This design comes from an exercise in tuning for small area and a short achievable clock period on the open sky130 flow, not from production work.
Where RTL was checked, it was by simulation tests only, not by an equivalence proof against the original.

Setup of P:
## top
module top #(parameter m = 7) (
    input clk,
    input signed [m-1:0] noise_in,
    output reg signed [2*m-1:0] filter_out
);
Size: ~450 cells after synthesis, ~120 flip-flops, roughly 22 I/O pins.
clock: 10.0 ns
lec_check: 0
cap_margin: 20
core_margin: 2
core_utilization: 60
cts_buf_list: sky130_fd_sc_hd__clkbuf_4
slew_margin: 20
synth_hierarchical: 1
standard.sh (not shown) runs the stock make flow with config.mk's settings and CLKGATE_MAP_FILE= SYNTH_SCRIPT=/design/flow/synth_recipe.tcl, a recipe that flattens the netlist after the stock synthesis.
==> flow/flow/run.sh <==
#!/bin/bash
# The standard ORFS layout with these changes:
# * the port buffers are buf_4 cells instead of the delay buffer that
#   buffer_ports picks by default (about half a nanosecond on every input);
# * from clock-tree synthesis on, the standard repair_timing steps aim for
#   7.0 ns of setup slack, resizing and swapping pins only, so that the few
#   paths from the input port get larger gates; the constraints (10 ns clock,
#   2 ns input and output delays) are unchanged;
# * clock-tree synthesis inserts no dummy loads (cells that only add load to
#   balance the tree: about 200 um2 of this small design's area);
# * after floorplanning, logic cells that synthesis gave a drive strength
#   above 1 are set back to drive 1 (flow/downsize.tcl); repair upsizes them
#   again where needed.
set -euo pipefail
export BUFFER_PORTS_ARGS="-buffer_cell sky130_fd_sc_hd__buf_4"
export CTS_ARGS="-sink_clustering_enable -repair_clock_nets -buf_list sky130_fd_sc_hd__clkbuf_4 -dont_use_dummy_load"
bash standard.sh floorplan > standard_floorplan.log 2>&1
ODB=orfs/results/sky130hd/top/base/2_floorplan.odb openroad -no_init -exit flow/downsize.tcl > downsize.log 2>&1
bash standard.sh place > standard_place.log 2>&1
export SETUP_SLACK_MARGIN=7.0
export SETUP_MOVE_SEQUENCE=sizeup,swap
bash standard.sh finish > standard_finish.log 2>&1
==> flow/flow/downsize.tcl <==
# After floorplanning: every logic cell that synthesis mapped to a drive
# strength above 1 becomes the drive-1 cell of the same function; the later
# repair steps upsize again wherever slew, load or timing call for it.
set odb $::env(ODB)
read_db $odb
set db [ord::get_db]
set n 0
foreach inst [[ord::get_db_block] getInsts] {
  set m [[$inst getMaster] getName]
  if {[regexp {^(sky130_fd_sc_hd__(a21oi|o21ai|nor2b|nand2b|nor2|nand2|xor2|xnor2|inv|a21o|o21a|and2|or2|and2b))_([2-9]|1[0-9])$} $m -> base]} {
    set small [$db findMaster ${base}_1]
    if {$small ne "NULL" && $small ne ""} {
      if {[$inst swapMaster $small]} { incr n }
    }
  }
}
puts "downsized $n cells"
write_db $odb
The inputs of Q differ from those of P as listed below.
- PLACE_DENSITY: unset -> 0.8
diff --git a/flow/flow/run.sh b/flow/flow/run.sh
--- a/flow/flow/run.sh
+++ b/flow/flow/run.sh
@@ -5,3 +5,3 @@
 # * from clock-tree synthesis on, the standard repair_timing steps aim for
-#   7.0 ns of setup slack, resizing and swapping pins only, so that the few
+#   6.95 ns of setup slack, resizing and swapping pins only, so that the few
 #   paths from the input port get larger gates; the constraints (10 ns clock,
@@ -19,3 +19,3 @@
 bash standard.sh place > standard_place.log 2>&1
-export SETUP_SLACK_MARGIN=7.0
+export SETUP_SLACK_MARGIN=6.95
 export SETUP_MOVE_SEQUENCE=sizeup,swap
==> comparison <==
Multi-input logic portion of the cell area: P vs Q, no meaningful difference
Diff P -> Q: final core utilization fell by 1.1 points, floorplan die height essentially unchanged, wire length of the first global-routing pass saw an increase.
noise_in[3] as the startpoint of the most critical setup path was reported by Q, and noise_in[4] by P.
diff inputs: Q => R
- removing PLACE_DENSITY (formerly 0.8)
[summary]
R vs Q: post-route core utilization up in R. Summary: with Q as the reference, wire length in R moved down by a few percent. First-iteration DRC count delta for R relative to Q: 86 lower. Between Q and R, the flow reports maximum clock frequency increasing by a few percent. Total number of vias (lower): R. Amount of wire on met2 after detailed routing | R below Q. In the reports for Q and R, the larger first-pass GRT wire length belongs to Q.

* * *

## juniper
top, a different RTL version from the one above (not shown whole).
Size: about 460 cells after synthesis.
export LEC_CHECK = 0
export CAP_MARGIN = 20
export CORE_MARGIN = 2
export CORE_UTILIZATION = 60
export CTS_BUF_LIST = sky130_fd_sc_hd__clkbuf_4
export SLEW_MARGIN = 20
export SYNTH_HIERARCHICAL = 1
create_clock -name core_clock -period 10.0 [get_ports {clk}]
==> flow/flow/run.sh <==
#!/bin/bash
# The standard ORFS layout, with one change: the port buffers are buf_4
# cells instead of the delay buffer that buffer_ports picks by default, which
# puts about half a nanosecond on every path from an input.
set -euo pipefail
export BUFFER_PORTS_ARGS="-buffer_cell sky130_fd_sc_hd__buf_4"
bash standard.sh finish > standard.log 2>&1
## Diff of input files: amber against juniper
==> flow/flow/run.sh <==
#!/bin/bash
# The standard ORFS layout with two changes:
# * the port buffers are buf_4 cells instead of the delay buffer that
#   buffer_ports picks by default (about half a nanosecond on every input);
# * from clock-tree synthesis on, the standard repair_timing steps aim for
#   6.95 ns of setup slack, resizing and swapping pins only, so that the few
#   paths from the input port get larger gates; the constraints (10 ns clock,
#   2 ns input and output delays) are unchanged.
set -euo pipefail
export BUFFER_PORTS_ARGS="-buffer_cell sky130_fd_sc_hd__buf_4"
bash standard.sh place > standard_place.log 2>&1
export SETUP_SLACK_MARGIN=6.95
export SETUP_MOVE_SEQUENCE=sizeup,swap
bash standard.sh finish > standard_finish.log 2>&1
- Compared with juniper, per-cell routed wire length in amber increased by a few percent.
- Of juniper and amber, the lower quantity of gates resized following cts belongs to juniper.
- For amber, the timing endpoint of the critical path was filter_out[13], unlike juniper, where it was filter_out[12].
- Summary of amber over juniper: vias per cell rose 0.99%, design area moved up.
Function was not checked in any run of this note: the RTL went through the layout flow alone.

* * *

## red
Another version of the RTL of top (not shown whole).
Size in the first run: roughly 430 cells after synthesis, about 120 flip-flops, ~22 I/O pins.
clock: 10.0 ns
lec_check: 0
cap_margin: 20
core_margin: 2
core_utilization: 60
cts_buf_list: sky130_fd_sc_hd__clkbuf_4
slew_margin: 20
synth_hierarchical: 1
==> flow/flow/run.sh <==
#!/bin/bash
# The standard ORFS layout with these changes:
# * the port buffers are buf_4 cells instead of the delay buffer that
#   buffer_ports picks by default (about half a nanosecond on every input);
# * from clock-tree synthesis on, the standard repair_timing steps aim for
#   6.95 ns of setup slack, resizing and swapping pins only, so that the few
#   paths from the input port get larger gates; the constraints (10 ns clock,
#   2 ns input and output delays) are unchanged;
# * clock-tree synthesis inserts no dummy loads (cells that only add load to
#   balance the tree: about 200 um2 of this small design's area);
# * after floorplanning, logic cells that synthesis gave a drive strength
#   above 1 are set back to drive 1 (flow/downsize.tcl); repair upsizes them
#   again where needed.
set -euo pipefail
export BUFFER_PORTS_ARGS="-buffer_cell sky130_fd_sc_hd__buf_4"
export CTS_ARGS="-sink_clustering_enable -sink_clustering_size 10 -sink_clustering_max_diameter 30 -repair_clock_nets -buf_list sky130_fd_sc_hd__clkbuf_4 -dont_use_dummy_load"
bash standard.sh floorplan > standard_floorplan.log 2>&1
ODB=orfs/results/sky130hd/top/base/2_floorplan.odb openroad -no_init -exit flow/downsize.tcl > downsize.log 2>&1
bash standard.sh place > standard_place.log 2>&1
export SETUP_SLACK_MARGIN=6.95
export SETUP_MOVE_SEQUENCE=sizeup,swap
bash standard.sh finish > standard_finish.log 2>&1
Scripts as last shown in full above: flow/flow/downsize.tcl
red finished end to end and its layout was clean on timing, DRC and antenna.
## Diff of input files: blue against red
diff --git a/flow/flow/run.sh b/flow/flow/run.sh
--- a/flow/flow/run.sh
+++ b/flow/flow/run.sh
@@ -15,3 +15,3 @@
 export BUFFER_PORTS_ARGS="-buffer_cell sky130_fd_sc_hd__buf_4"
-export CTS_ARGS="-sink_clustering_enable -sink_clustering_size 10 -sink_clustering_max_diameter 30 -repair_clock_nets -buf_list sky130_fd_sc_hd__clkbuf_4 -dont_use_dummy_load"
+export CTS_ARGS="-sink_clustering_enable -repair_clock_nets -buf_list sky130_fd_sc_hd__clkbuf_4 -dont_use_dummy_load -sink_buffer_max_cap_derate 0.5"
 bash standard.sh floorplan > standard_floorplan.log 2>&1
- Comparing blue against red, there is no change at all in adder and majority cell fraction of the synthesized area.
- Comparing blue against red, there is no change at all in number of slew-limit violations in the final report.
- Total die area came out exactly the same in red and blue.
- Status | red and blue | clean
- blue vs. red: portion of the layout cell area used by clock cells did not really move, count of buffer and inverter cells on the critical path did not really move, combined global-route utilization of all metal layers did not really move.
- [compare] base=red new=blue: number of sequential storage elements roughly the same, summed area of non-filler cells in the final layout roughly the same.

[afterwards: timing with drivers on the ports]
The results above use ideal ports. As a check the final layouts listed here were re-extracted and re-timed, cells and wires unchanged. Step 1 (the two cells are an assumption about what drives the block):
set clk [get_ports {clk}]
set_driving_cell -lib_cell sky130_fd_sc_hd__clkbuf_16 $clk
set_driving_cell -lib_cell sky130_fd_sc_hd__buf_2 [delete_from_list [all_inputs] $clk]
Step 2, shift: input delay + t, output delay - t, t = (earliest + latest rising clock arrival at the registers) / 2. This alone moves slack from input paths to output paths. Three values: no drivers, after step 1, after step 2; two values: the first two.
run	t, ns	setup slack, ns	worst register clock-pin slew, ns	cell pins on the clock port's net
P	0.513	6.980 / 6.960 / 6.447	0.10 / 0.10	1
Q	0.511	6.863 / 6.870 / 6.359	0.12 / 0.12	1
R	0.514	6.955 / 6.952 / 6.438	0.10 / 0.10	1
juniper	0.531	6.789 / 6.797 / 6.266	0.12 / 0.12	1
amber	0.525	6.937 / 6.942 / 6.417	0.12 / 0.12	1
red	0.536	7.004 / 6.996 / 6.476	0.12 / 0.12	1
blue	0.536	7.004 / 6.996 / 6.476	0.12 / 0.12	1
After both steps every run listed still meets setup and hold. For P, which loses most, drivers alone change the setup slack by -0.020 ns; drivers and shift together by -0.533 ns.
